What follows belongs to an exercise in optimizing a design on an open flow for small area, a short achievable clock period and few clock cycles per item; a production flow would make more cautious choices. No functional check of the RTL was part of any run shown here.

<file path="flow/run.sh">
#!/bin/bash
# synth_recipe.tcl (not shown) runs the flow's synth.tcl, then flattens the netlist and writes it again
# the make line also repeats each setting of config.mk as NAME=value (left out here)
make -C /OpenROAD-flow-scripts/flow DESIGN_CONFIG=/design/flow/config.mk WORK_HOME=/design/flow/orfs CLKGATE_MAP_FILE= SYNTH_SCRIPT=/design/flow/synth_recipe.tcl finish
</file>
<file path="flow/config.mk">
export PLATFORM = sky130hd
export DESIGN_NAME = hyperbolic_exp_cordic
export DESIGN_NICKNAME = hyperbolic_exp_cordic
export VERILOG_FILES = /design/flow/design.v
export SDC_FILE = /design/flow/constraint.sdc
export NUM_CORES = 4
export LEC_CHECK = 0
export CAP_MARGIN = 20
export CORE_MARGIN = 2
export CORE_UTILIZATION = 40
export SLEW_MARGIN = 20
</file>
<file path="flow/constraint.sdc">
create_clock -name core_clock -period 5.5 [get_ports {clk}]
set_input_delay 1.1000 -clock core_clock [delete_from_list [all_inputs] [get_ports {clk}]]
set_output_delay 1.1000 -clock core_clock [all_outputs]
set_load 0.01 [all_outputs]
</file>
<file path="flow/design.v">
module hyperbolic_exp_cordic (
    input rstn,
    input clk,
    input signed [NUM_W - 1:0] z0,
    input in_valid,
    output in_ready,
    output reg signed [NUM_W - 1:0] w,
    output reg out_valid,
    input out_ready
);
    localparam NUM_W = 16;
    function [15:0] w_init(input [5:0] d);
        case (d)
            6'd0: w_init = 16'd48582;
            6'd1: w_init = 16'd16192;
            6'd2: w_init = 16'd29148;
            6'd3: w_init = 16'd9715;
            6'd4: w_init = 16'd37787;
            6'd5: w_init = 16'd12595;
            6'd6: w_init = 16'd22672;
            6'd7: w_init = 16'd7557;
            6'd8: w_init = 16'd42867;
            6'd9: w_init = 16'd14289;
            6'd10: w_init = 16'd25721;
            6'd11: w_init = 16'd8573;
            6'd12: w_init = 16'd33342;
            6'd13: w_init = 16'd11114;
            6'd14: w_init = 16'd20005;
            6'd15: w_init = 16'd6669;
            6'd16: w_init = 16'd42867;
            6'd17: w_init = 16'd14289;
            6'd18: w_init = 16'd25720;
            6'd19: w_init = 16'd8572;
            6'd20: w_init = 16'd33342;
            6'd21: w_init = 16'd11114;
            6'd22: w_init = 16'd20005;
            6'd23: w_init = 16'd6668;
            6'd24: w_init = 16'd37824;
            6'd25: w_init = 16'd12608;
            6'd26: w_init = 16'd22695;
            6'd27: w_init = 16'd7565;
            6'd28: w_init = 16'd29421;
            6'd29: w_init = 16'd9807;
            6'd30: w_init = 16'd17651;
            6'd31: w_init = 16'd5885;
            6'd32: w_init = 16'd45638;
            6'd33: w_init = 16'd15212;
            6'd34: w_init = 16'd27382;
            6'd35: w_init = 16'd9127;
            6'd36: w_init = 16'd35497;
            6'd37: w_init = 16'd11833;
            6'd38: w_init = 16'd21298;
            6'd39: w_init = 16'd7099;
            6'd40: w_init = 16'd40269;
            6'd41: w_init = 16'd13423;
            6'd42: w_init = 16'd24163;
            6'd43: w_init = 16'd8055;
            6'd44: w_init = 16'd31322;
            6'd45: w_init = 16'd10442;
            6'd46: w_init = 16'd18793;
            6'd47: w_init = 16'd6265;
            6'd48: w_init = 16'd40269;
            6'd49: w_init = 16'd13423;
            6'd50: w_init = 16'd24162;
            6'd51: w_init = 16'd8054;
            6'd52: w_init = 16'd31322;
            6'd53: w_init = 16'd10442;
            6'd54: w_init = 16'd18793;
            6'd55: w_init = 16'd6264;
            6'd56: w_init = 16'd35532;
            6'd57: w_init = 16'd11844;
            6'd58: w_init = 16'd21321;
            6'd59: w_init = 16'd7107;
            6'd60: w_init = 16'd27639;
            6'd61: w_init = 16'd9213;
            6'd62: w_init = 16'd16583;
            6'd63: w_init = 16'd5529;
            default: w_init = 16'd0;
        endcase
    endfunction
    wire adv = !out_valid || out_ready;
    assign in_ready = adv;
    wire s0_d0 = z0[15];
    wire [15:0] s0_z1 = s0_d0 ? z0 + 16'd9000 : z0 - 16'd9000;
    reg v_0;
    always @(posedge clk) if (!rstn) v_0 <= 1'b0; else if (adv) v_0 <= in_valid;
    reg [14:0] z_0;
    wire s0_ovf = s0_z1[15:14] != {2{s0_z1[15]}};
    wire [14:0] s0_zs = s0_ovf ? {s0_z1[15], {14{~s0_z1[15]}}} : s0_z1[14:0];
    always @(posedge clk) if (adv) z_0 <= s0_zs;
    reg [0:0] d_0;
    always @(posedge clk) if (adv) d_0 <= {s0_d0};
    wire s1_d1 = z_0[14];
    wire [14:0] s1_z2 = s1_d1 ? z_0 + 15'd4185 : z_0 - 15'd4185;
    reg v_1;
    always @(posedge clk) if (!rstn) v_1 <= 1'b0; else if (adv) v_1 <= v_0;
    reg [13:0] z_1;
    wire s1_ovf = s1_z2[14:13] != {2{s1_z2[14]}};
    wire [13:0] s1_zs = s1_ovf ? {s1_z2[14], {13{~s1_z2[14]}}} : s1_z2[13:0];
    always @(posedge clk) if (adv) z_1 <= s1_zs;
    reg [1:0] d_1;
    always @(posedge clk) if (adv) d_1 <= {s1_d1,d_0[0]};
    wire s2_d2 = z_1[13];
    wire [13:0] s2_z3 = s2_d2 ? z_1 + 14'd2059 : z_1 - 14'd2059;
    reg v_2;
    always @(posedge clk) if (!rstn) v_2 <= 1'b0; else if (adv) v_2 <= v_1;
    reg [12:0] z_2;
    wire s2_ovf = s2_z3[13:12] != {2{s2_z3[13]}};
    wire [12:0] s2_zs = s2_ovf ? {s2_z3[13], {12{~s2_z3[13]}}} : s2_z3[12:0];
    always @(posedge clk) if (adv) z_2 <= s2_zs;
    reg [2:0] d_2;
    always @(posedge clk) if (adv) d_2 <= {s2_d2,d_1[1],d_1[0]};
    wire s3_d3 = z_2[12];
    wire [12:0] s3_z4 = s3_d3 ? z_2 + 13'd1025 : z_2 - 13'd1025;
    reg v_3;
    always @(posedge clk) if (!rstn) v_3 <= 1'b0; else if (adv) v_3 <= v_2;
    reg [12:0] z_3;
    always @(posedge clk) if (adv) z_3 <= s3_z4;
    reg [3:0] d_3;
    always @(posedge clk) if (adv) d_3 <= {s3_d3,d_2[2],d_2[1],d_2[0]};
    wire s4_d4 = z_3[12];
    wire [12:0] s4_z5 = s4_d4 ? z_3 + 13'd1025 : z_3 - 13'd1025;
    wire s4_ok = s4_z5[12:10] == {3{s4_z5[12]}};
    wire s4_d5 = s4_z5[12];
    wire s4_d6 = s4_ok ? ~s4_z5[9] : s4_z5[12];
    wire s4_d7 = s4_ok ? ~s4_z5[8] : s4_z5[12];
    wire s4_d8 = s4_ok ? ~s4_z5[7] : s4_z5[12];
    wire s4_d9 = s4_ok ? ~s4_z5[6] : s4_z5[12];
    wire s4_d10 = s4_ok ? ~s4_z5[5] : s4_z5[12];
    wire s4_d11 = s4_ok ? ~s4_z5[4] : s4_z5[12];
    wire s4_d12 = s4_ok ? ~s4_z5[3] : s4_z5[12];
    wire s4_d13 = s4_ok ? ~s4_z5[2] : s4_z5[12];
    wire s4_d14 = s4_ok ? ~s4_z5[1] : s4_z5[12];
    wire s4_d15 = s4_ok ? s4_z5[1] : s4_z5[12];
    reg v_4;
    always @(posedge clk) if (!rstn) v_4 <= 1'b0; else if (adv) v_4 <= v_3;
    reg [15:0] d_4;
    always @(posedge clk) if (adv) d_4 <= {s4_d15,s4_d14,s4_d13,s4_d12,s4_d11,s4_d10,s4_d9,s4_d8,s4_d7,s4_d6,s4_d5,s4_d4,d_3[3],d_3[2],d_3[1],d_3[0]};
    wire [15:0] s5_w6 = w_init({d_4[5],d_4[4],d_4[3],d_4[2],d_4[1],d_4[0]});
    reg v_5;
    always @(posedge clk) if (!rstn) v_5 <= 1'b0; else if (adv) v_5 <= v_4;
    reg [9:0] d_5;
    always @(posedge clk) if (adv) d_5 <= {d_4[15],d_4[14],d_4[13],d_4[12],d_4[11],d_4[10],d_4[9],d_4[8],d_4[7],d_4[6]};
    reg [15:0] w_5;
    always @(posedge clk) if (adv) w_5 <= s5_w6;
    wire [15:0] s6_w7 = w_5 + ({16{d_5[0]}} ^ (w_5 >> 6)) + d_5[0];
    reg v_6;
    always @(posedge clk) if (!rstn) v_6 <= 1'b0; else if (adv) v_6 <= v_5;
    reg [8:0] d_6;
    always @(posedge clk) if (adv) d_6 <= {d_5[9],d_5[8],d_5[7],d_5[6],d_5[5],d_5[4],d_5[3],d_5[2],d_5[1]};
    reg [15:0] w_6;
    always @(posedge clk) if (adv) w_6 <= s6_w7;
    wire [15:0] s7_w8 = w_6 + ({16{d_6[0]}} ^ (w_6 >> 7)) + d_6[0];
    reg v_7;
    always @(posedge clk) if (!rstn) v_7 <= 1'b0; else if (adv) v_7 <= v_6;
    reg [7:0] d_7;
    always @(posedge clk) if (adv) d_7 <= {d_6[8],d_6[7],d_6[6],d_6[5],d_6[4],d_6[3],d_6[2],d_6[1]};
    reg [15:0] w_7;
    always @(posedge clk) if (adv) w_7 <= s7_w8;
    wire [15:0] s8_w9 = w_7 + ({16{d_7[0]}} ^ (w_7 >> 8)) + d_7[0];
    reg v_8;
    always @(posedge clk) if (!rstn) v_8 <= 1'b0; else if (adv) v_8 <= v_7;
    reg [6:0] d_8;
    always @(posedge clk) if (adv) d_8 <= {d_7[7],d_7[6],d_7[5],d_7[4],d_7[3],d_7[2],d_7[1]};
    reg [15:0] w_8;
    always @(posedge clk) if (adv) w_8 <= s8_w9;
    wire [15:0] s9_w10 = w_8 + ({16{d_8[0]}} ^ (w_8 >> 9)) + d_8[0];
    reg v_9;
    always @(posedge clk) if (!rstn) v_9 <= 1'b0; else if (adv) v_9 <= v_8;
    reg [5:0] d_9;
    always @(posedge clk) if (adv) d_9 <= {d_8[6],d_8[5],d_8[4],d_8[3],d_8[2],d_8[1]};
    reg [15:0] w_9;
    always @(posedge clk) if (adv) w_9 <= s9_w10;
    wire [15:0] s10_w11 = w_9 + ({16{d_9[0]}} ^ (w_9 >> 10)) + d_9[0];
    reg v_10;
    always @(posedge clk) if (!rstn) v_10 <= 1'b0; else if (adv) v_10 <= v_9;
    reg [4:0] d_10;
    always @(posedge clk) if (adv) d_10 <= {d_9[5],d_9[4],d_9[3],d_9[2],d_9[1]};
    reg [15:0] w_10;
    always @(posedge clk) if (adv) w_10 <= s10_w11;
    wire [15:0] s11_w12 = w_10 + ({16{d_10[0]}} ^ (w_10 >> 11)) + d_10[0];
    reg v_11;
    always @(posedge clk) if (!rstn) v_11 <= 1'b0; else if (adv) v_11 <= v_10;
    reg [3:0] d_11;
    always @(posedge clk) if (adv) d_11 <= {d_10[4],d_10[3],d_10[2],d_10[1]};
    reg [15:0] w_11;
    always @(posedge clk) if (adv) w_11 <= s11_w12;
    wire [15:0] s12_w13 = w_11 + ({16{d_11[0]}} ^ (w_11 >> 12)) + d_11[0];
    reg v_12;
    always @(posedge clk) if (!rstn) v_12 <= 1'b0; else if (adv) v_12 <= v_11;
    reg [2:0] d_12;
    always @(posedge clk) if (adv) d_12 <= {d_11[3],d_11[2],d_11[1]};
    reg [15:0] w_12;
    always @(posedge clk) if (adv) w_12 <= s12_w13;
    wire [15:0] s13_w14 = w_12 + ({16{d_12[0]}} ^ (w_12 >> 13)) + d_12[0];
    reg v_13;
    always @(posedge clk) if (!rstn) v_13 <= 1'b0; else if (adv) v_13 <= v_12;
    reg [1:0] d_13;
    always @(posedge clk) if (adv) d_13 <= {d_12[2],d_12[1]};
    reg [15:0] w_13;
    always @(posedge clk) if (adv) w_13 <= s13_w14;
    wire [15:0] s14_w15 = w_13 + ({16{d_13[0]}} ^ (w_13 >> 13)) + d_13[0];
    reg v_14;
    always @(posedge clk) if (!rstn) v_14 <= 1'b0; else if (adv) v_14 <= v_13;
    reg [0:0] d_14;
    always @(posedge clk) if (adv) d_14 <= {d_13[1]};
    reg [15:0] w_14;
    always @(posedge clk) if (adv) w_14 <= s14_w15;
    wire [15:0] s15_w16 = w_14 + ({16{d_14[0]}} ^ (w_14 >> 14)) + d_14[0];
    always @(posedge clk) if (adv) w <= s15_w16;
    always @(posedge clk) if (!rstn) out_valid <= 1'b0; else if (adv) out_valid <= v_14;
endmodule
</file>
==> results of run 1 <==
cell usage after synthesis (19+ instances only):
cell | number | area [um2]
sky130_fd_sc_hd__o21a_1 | 49 | 368
sky130_fd_sc_hd__nand3_1 | 43 | 215
sky130_fd_sc_hd__a21oi_1 | 183 | 916
sky130_fd_sc_hd__mux2i_1 | 21 | 210
sky130_fd_sc_hd__a21boi_0 | 24 | 180
sky130_fd_sc_hd__o211ai_1 | 21 | 158
sky130_fd_sc_hd__o21ai_0 | 151 | 756
sky130_fd_sc_hd__o31ai_1 | 19 | 143
sky130_fd_sc_hd__xor2_1 | 38 | 333
sky130_fd_sc_hd__ha_1 | 212 | 2650
sky130_fd_sc_hd__nor3_1 | 48 | 240
sky130_fd_sc_hd__a211oi_1 | 36 | 270
sky130_fd_sc_hd__nand2_1 | 155 | 582
sky130_fd_sc_hd__clkbuf_1 | 44 | 165
sky130_fd_sc_hd__o21bai_1 | 29 | 218
sky130_fd_sc_hd__nor2_1 | 195 | 732
sky130_fd_sc_hd__edfxtp_1 | 312 | 9370
sky130_fd_sc_hd__a21o_1 | 38 | 285
sky130_fd_sc_hd__xnor2_1 | 119 | 1040
sky130_fd_sc_hd__nor2b_1 | 28 | 175
sky130_fd_sc_hd__inv_1 | 110 | 413
cells by family (layout without fill, tap and decap cells):
logic type               count (synthesis)  count (layout)
XOR/XNOR                               157             157
adder cells (fa/ha/maj)                244             244
AND/OR/NAND/NOR                        580             580
flip-flops                             328             328
AO/OA/AOI/OAI                          698             698
buffers and inverters                  164             227
multiplexers                            28              28
worst max-delay path: stages:
cell and delay [ns]:
sky130_fd_sc_hd__clkdlybuf4s50_1 0.61, sky130_fd_sc_hd__inv_1 0.24, sky130_fd_sc_hd__ha_1 0.33, sky130_fd_sc_hd__a21o_1 0.15
sky130_fd_sc_hd__a21o_1 0.20, sky130_fd_sc_hd__a2111o_1 0.49, sky130_fd_sc_hd__a211o_2 0.36, sky130_fd_sc_hd__a2111oi_0 0.55
sky130_fd_sc_hd__a31oi_2 0.25, sky130_fd_sc_hd__a31o_1 0.30
routing by layer:
metal | GRT usage (%) | up-vias | part of all wire, %
li1 | - | 8388 | -
met3 | 2.44 | 72 | 3.4
met1 | 20.4 | 7881 | 45
met2 | 28.3 | 278 | 49
met4 | 4.74 | 0 | 2.2
met5 | 0 | - | 0
worst paths after layout:
check,startpoint,to,cells past startpoint
hold reg to reg,d_8[4]$_DFFE_PP_,d_9[3]$_DFFE_PP_,0
setup reg to reg,d_11[0]$_DFFE_PP_,w_12[14]$_DFFE_PP_,10
hold / removal,d_8[4]$_DFFE_PP_,d_9[3]$_DFFE_PP_,0
setup / recovery,z0[15],z_0[12]$_DFFE_PP_,10
stage by stage:
step	utilization (%)	setup slack (ns)	cell area (um2)
after global placement	42.7	0.686	23600
after global routing	44.9	0.980	24800
after floorplan	-	0.633	22400
final	44.9	1.22	24800
after detailed placement	42.7	0.608	23600
after CTS	44.9	1.20	24800
area by class of cell:
| type | count | area [um2] |
|---|---|---|
| clock inverters | 22 | 156 |
| multi-input cells | 1707 | 12100 |
| clock buffers | 50 | 1080 |
| inverters | 111 | 424 |
| well taps | 748 | 936 |
| flip-flops and latches | 328 | 9690 |
| repair buffers | 44 | 435 |
| fillers | 5121 | 30400 |
==> run notes, run 1 <==
----------------------------------------------------
[Timing]
  Final Max Slew Viols ... 0
  Post-route fraction of the period consumed by the critical path ... between 70% and 80%
  Worst clock skew ... about 0.029 ns
  Final setup viols ... 0
  Headroom to the max-slew limit ... 36.0%
  Minimum clock period ... between 4 and 5 ns
  RSZ-0062 raised after global routing ... false
  Peak clock frequency supported by timing ... between 0.2 and 0.25 GHz
  Number of hold violations in the final report ... 0
  Worst hold margin ... about 0.4 ns
  Least-Margin Pin Slew ... between 0.9 and 1 ns
  Total negative slack for setup checks ... 0 ns

[Finish]
  Area growth from synthesis to final layout ... 10.8%
  Post-route insts no fill ... 3010
  Fraction of final layout cells sized beyond drive strength 1 ... under 10%
  Commonest cells after routing, fill and taps aside ... sky130_fd_sc_hd__edfxtp_1, sky130_fd_sc_hd__ha_1, sky130_fd_sc_hd__nor2_1
  Final-stage net count ... roughly 2.5k
  Most common cell after layout, fill and taps aside ... sky130_fd_sc_hd__edfxtp_1
  Final antenna diode count ... 0

[Place]
  Post-placement cell count ... between 2k and 3k
  Count of buffers inserted at the top-level ports ... 37
  Post-DP HPWL ... 33.9 mm
  Routability cong. ... approximately 0.85

[Critical path]
  Worst Setup Start Kind ... input pin
  Critical Path AT ... 4.58 ns
  Data required, critical path ... around 5.8 ns
  Maximum fanout count along the critical path ... 13
  Worst reg-to-reg setup slack ... ~1.8 ns
  Critical path endpoint category ... flop
  Crit path kind ... input pin to flop

[Routing]
  Number of search-and-repair iterations in the first detailed-routing pass ... 6
  Total via count after detailed routing ... between 15k and 20k
  Per-cell routed wire length ... 15.4 um
  Initial drt markers ... 1022
  Drt total wl ... between 40 and 50 mm
  Routed Antenna Nets ... 0
  Remaining design rule violation count ... 0
  Via density per instance ... roughly 5.5

[Yosys]
  Adder and majority gate portion of the synthesized area ... 14.0%
  Number of register bits inferred by synthesis ... approximately 330
  Fraction of the mapped netlist area in simple logic gates ... 12.0%
  Compound-gate portion of the synthesized area ... between 20% and 30%
  Post-synth EDFFs ... around 310
  Instance count of the mapped netlist ... between 2k and 2.5k
  Largest family of logic cells by synthesized area ... compound AO/OA/AOI/OAI gates
  Share of flip-flops with an asynchronous set or reset after synthesis ... 0%
  Fraction of synthesized area in multiplexers ... between 1 and 1.5%
  Post-synth top flop ... sky130_fd_sc_hd__edfxtp_1
  Synth Area in XOR/XNOR ... 6.14%
  Post-Syn Area ... 0.0224 mm2
  Number of nets produced by synthesis ... between 2k and 2.5k
  Netlist cell types ... between 70 and 80
  Seq/Total Area, Yosys ... a little over two fifths
  Number of warning messages in the yosys log ... 1
  Average instance area after synthesis ... approximately 10 um2

[Clock network]
  Number of clock sinks ... 328
  Clock tree from TritonCTS ... done
  Skew-Pair Late Insertion Delay ... ~0.56 ns
  Htree depth ... 2
  Register clock-pin slew on the reported worst setup and hold paths ... roughly 0.060 ns
  Setup fix buffers added after clock tree synthesis ... 0
  Hold Buf Count CTS ... 0
  Buffer type at the clock tree root ... sky130_fd_sc_hd__clkbuf_16
  Max clock buf depth ... 3
  Post-cts resize count ... 0
  Inserted Clock Buffers ... 40

[Floorplanning]
  Boundary Pins ... 38
  Die height ... ~240 um
  Core footprint ... about 0.055 mm2
  DIE WIDTH ... 241 um
  Initial Utilization ... between 40% and 50%
  Die area ... 0.0579 mm2
  FP Rows ... 86

[Outcome]
  Outcome ... complete, no violations

[Run]
  Max-cap violations ... 0

[GRT]
  Via count of the first global-routing pass ... around 16k
  Wire length of the first global-routing pass ... 77.0 mm
  GRT Residual Overflow ... 0
  Pin count of the biggest net entering global routing ... 177
  Global router's overall resource usage ... between 10% and 20%
  Initial antenna violation count ... 0

[Hold path]
  Hold WC Path Type ... flop to flop

----------------------------------------------------
==> run 2: changes to the inputs <==
--- a/flow/config.mk
+++ b/flow/config.mk
@@ -9,3 +9,4 @@
 export CORE_MARGIN = 2
 export CORE_UTILIZATION = 40
+export SETUP_SLACK_MARGIN = 2.0
 export SLEW_MARGIN = 20
==> run 2 against run 1 <==
Sequential share of layout area down 0.86 points. Register-to-register slack better by 0.35 ns. Critical path type unchanged. Highest routed layer unchanged.
==> run notes, run 2 <==
----------------------------------------------------
[Yosys]
  Area share of the largest cell type after synthesis ... 41.9% (unchanged)
  Average instance area after synthesis ... 10.2 um2 (unchanged)
  Share of flip-flops with an asynchronous set or reset after synthesis ... 0% (unchanged)
  Synth Area in XOR/XNOR ... 6.14% (unchanged)
  Post-synth top flop ... sky130_fd_sc_hd__edfxtp_1
  Seq/Total Area, Yosys ... 43.3% (unchanged)
  Fraction of the mapped netlist area in simple logic gates ... 12.0% (unchanged)
  Adder and majority gate portion of the synthesized area ... 14.0% (unchanged)
  Top cells by area in the synthesized netlist ... sky130_fd_sc_hd__edfxtp_1, sky130_fd_sc_hd__ha_1, sky130_fd_sc_hd__xnor2_1, sky130_fd_sc_hd__a21oi_1, sky130_fd_sc_hd__o21ai_0
  Number of warning messages in the yosys log ... 1 (unchanged)
  Commonest cells in the synthesized netlist ... sky130_fd_sc_hd__edfxtp_1, sky130_fd_sc_hd__ha_1, sky130_fd_sc_hd__nor2_1, sky130_fd_sc_hd__a21oi_1, sky130_fd_sc_hd__nand2_1
  Fraction of synthesized area in multiplexers ... 1.44% (unchanged)
  Number of nets produced by synthesis ... 2446 (unchanged)
  Post-Syn Area ... 0.0224 mm2 (unchanged)
  Number of register bits inferred by synthesis ... 328 (unchanged)
  Netlist cell types ... 73 (unchanged)
  Post-synth EDFFs ... 312 (unchanged)
  Compound-gate portion of the synthesized area ... 20.4% (unchanged)
  Synth area leader ... sky130_fd_sc_hd__edfxtp_1
  Most frequently used cell type in the post-synthesis netlist ... sky130_fd_sc_hd__edfxtp_1
  Largest family of logic cells by synthesized area ... compound AO/OA/AOI/OAI gates
  Instance count of the mapped netlist ... 2199 (unchanged)

[Critical path]
  Critical Path Most Common Cell ... sky130_fd_sc_hd__a2111o_1
  Critical Path AT ... 3.81 ns (-0.77 ns)
  Worst reg-to-reg setup slack ... 2.16 ns (+0.35 ns)
  Worst Setup Start Kind ... input pin
  Crit path to ... z_0[3]$_DFFE_PP_
  Launching point of the worst reg2reg path ... d_7[0]$_DFFE_PP_
  Worst setup path startpoint ... z0[5]
  Data required, critical path ... 5.92 ns (+0.11 ns)
  Maximum fanout count along the critical path ... 8 (-5)
  Crit path kind ... input pin to flop
  Critical path endpoint category ... flop
  Worst reg2reg path depth ... 10 (unchanged)
  Slowest cell delay on critical path ... 0.48 ns (-0.13 ns)
  Reg-to-Reg End ... w_8[12]$_DFFE_PP_
  Critical Path, Cell by Cell ... clkdlybuf4s50_1 > ha_1 > a21o_1 > a2111o_1 > a2111o_1 > and3_4 > a2111oi_4 > buf_6 > o21a_1
  Slowest stage cell on the critical path ... sky130_fd_sc_hd__a2111o_1

[Place]
  Worst setup timing slack at the placement stage ... 0.497 ns (-0.110 ns)
  Count of buffers inserted at the top-level ports ... 37 (unchanged)
  Post-placement cell count ... 2938 (unchanged)
  Post-DP HPWL ... 34.2 mm (+0.84%)
  Routability cong. ... 0.850 (about the same)

[Floorplanning]
  Boundary Pins ... 38 (unchanged)
  Initial Utilization ... 40.6% (unchanged)
  Core footprint ... 0.0552 mm2 (unchanged)
  Die area ... 0.0579 mm2 (unchanged)
  FP Rows ... 86 (unchanged)
  Die height ... 241 um (unchanged)
  DIE WIDTH ... 241 um (unchanged)

[Finish]
  Area growth from synthesis to final layout ... 13.3%
  Final antenna diode count ... 0 (unchanged)
  Fraction of final layout cells sized beyond drive strength 1 ... 7.36% (+2.9 points)
  Commonest cells after routing, fill and taps aside ... sky130_fd_sc_hd__edfxtp_1, sky130_fd_sc_hd__ha_1, sky130_fd_sc_hd__nor2_1
  Post-route insts no fill ... 3044 (+1.1%)
  Final-stage net count ... 2512 (+1.3%)
  Fillcell total ... 5099 (-0.43%)
  Most common cell after layout, fill and taps aside ... sky130_fd_sc_hd__edfxtp_1

[Clock network]
  Max clock buf depth ... 3 (unchanged)
  Register clock-pin slew on the reported worst setup and hold paths ... 0.06 ns (about the same)
  Number of clock sinks ... 328 (unchanged)
  Clock tree from TritonCTS ... done
  Inserted Clock Buffers ... 39 (-2.5%)
  Buffer type at the clock tree root ... sky130_fd_sc_hd__clkbuf_16
  Skew-Pair Late Insertion Delay ... 0.56 ns (about the same)
  Htree depth ... 2 (unchanged)

[Timing]
  Final Max Slew Viols ... 0 (unchanged)
  Worst clock skew ... 0.0277 ns (-0.000948 ns)
  Final setup viols ... 0 (unchanged)
  Worst hold margin ... 0.392 ns (-0.00738 ns)
  Total negative slack for setup checks ... 0 ns (unchanged)
  Smallest setup slack after layout ... 2.12 ns (+0.893 ns)
  Minimum clock period ... 3.38 ns (-0.893 ns)
  Peak clock frequency supported by timing ... 0.296 GHz (+26%)
  RSZ-0062 raised after global routing ... true
  Headroom to the max-slew limit ... 38.5% (+2.5 points)
  Least-Margin Pin Slew ... 0.922 ns (-0.0301 ns)
  Number of hold violations in the final report ... 0 (unchanged)
  Post-route fraction of the period consumed by the critical path ... 61.5% (-16 points)

[Routing]
  Number of search-and-repair iterations in the first detailed-routing pass ... 6 (unchanged)
  Total via count after detailed routing ... 16.8k (+0.85%)
  Via density per instance ... 5.51 (-0.28%)
  Drt total wl ... 48.2 mm (+3.9%)
  Remaining design rule violation count ... 0 (unchanged)
  Routed Antenna Nets ... 0 (unchanged)
  Initial drt markers ... 1049 (+2.6%)
  Per-cell routed wire length ... 15.8 um (+2.7%)

[GRT]
  GRT Residual Overflow ... 0 (unchanged)
  Pin count of the biggest net entering global routing ... 134 (-24%)
  Via count of the first global-routing pass ... 15.9k (-0.61%)
  Wire length of the first global-routing pass ... 78.1 mm (+1.4%)
  Global router's overall resource usage ... 16.4% (+0.28 points)
  Initial antenna violation count ... 0 (unchanged)

[Run]
  Max-cap violations ... 0 (unchanged)

[Hold path]
  Hold WC Path Type ... flop to flop

[Outcome]
  Outcome ... complete, no violations

----------------------------------------------------
run 2: cell types whose count changed in the layout (fill, tap and decap cells not counted), sizes merged:
cell	previous run	this run
buf	7	40
bufinv	1	6
clkbuf	50	47
clkdlybuf4s50	37	34
clkinv	18	15
clkinvlp	1	4
dlygate4sd2	0	1
dlymetal6s2s	0	1
run 2: worst min path at each step:
stage	start	endpoint	depth (start not counted)
floorplan	d_9[1]$_DFFE_PP_	d_10[0]$_DFFE_PP_	0
global placement	d_1[0]$_DFFE_PP_	d_2[0]$_DFFE_PP_	0
detailed placement	d_9[4]$_DFFE_PP_	d_10[3]$_DFFE_PP_	0
CTS	d_7[2]$_DFFE_PP_	d_8[1]$_DFFE_PP_	0
global route	d_7[2]$_DFFE_PP_	d_8[1]$_DFFE_PP_	0
finish	d_7[2]$_DFFE_PP_	d_8[1]$_DFFE_PP_	0
run 2: routing by layer:
metal / up-vias / share of wire, % / GRT usage (%)
li1: 8417 / - / -
met1: 7950 / 45 / 21.1
met2: 334 / 49 / 28.7
met3: 59 / 3.6 / 2.07
met4: 0 / 2.1 / 4.95
met5: - / 0 / 0
run 2: cell type report:
cell class / instances / area (um2) / area share (%)
multi-input combinational: 1707 / 12300 / 48.4
timing repair inverter: 2 / 17.5 / 0.0691
tap: 748 / 936 / 3.69
clock buffer: 47 / 1050 / 4.13
sequential: 328 / 9690 / 38.2
clock inverter: 25 / 278 / 1.10
timing repair buffer: 76 / 676 / 2.66
inverter: 111 / 450 / 1.78
run 2: cell families after synthesis:
logic type / Yosys count
multiplexers: 28
AND/OR/NAND/NOR: 580
AO/OA/AOI/OAI: 698
XOR/XNOR: 157
buffers and inverters: 164
flip-flops: 328
adder cells (fa/ha/maj): 244
run 2: worst max-delay path, delay by kind of cell:
kind	cells	cell delay (ns)
simple gates	1	0.22
buf+inv	2	0.59
fa+ha+maj	1	0.33
compound gates	5	1.57
run 2: metrics by stage:
stage / utilization, % / instance area (um2)
after global placement: 42.7 / 23600
final: 45.9 / 25400
after global routing: 45.9 / 25400
after detailed placement: 42.7 / 23600
after CTS: 45.5 / 25100
after floorplan: - / 22400
run 2: repair_timing:
| action | CTS | global route |
|---|---|---|
| buffers inserted | 10 | 22 |
| resized for setup | 22 | 26 |
| setup endpoints to repair | 40 | 62 |
| hold buffers | 0 | 0 |
| pin swaps | 1 | 4 |
| gates cloned | 2 | 0 |

==> separate check: timing with driven ports <==
In the flow no input, the clock included, has a driving cell. The finished layouts below were timed again as built, in two steps.
Step 1 assumes that a clkbuf_16 drives the clock port and a buf_2 every other input.
Step 2 times the ports against the registers' clock, not the clock port: input delays grow and output delays shrink by t, the midpoint of the rising clock arrivals with the driver on.
Three values: no drivers, after step 1, after step 2; two values: the first two.
run	t (ns)	setup WS [ns]	hold WS [ns]	slew at the worst register clock pin (ns)
run 1	0.595	1.225 / 1.255 / 0.661	0.399 / 0.399 / 0.399	0.06 / 0.06
run 2	0.604	2.117 / 2.109 / 1.548	0.392 / 0.392 / 0.392	0.06 / 0.06
After both steps setup and hold are still met in every run listed. For run 2, which loses most, drivers alone change the setup slack by -0.008 ns; drivers and shift together by -0.569 ns.
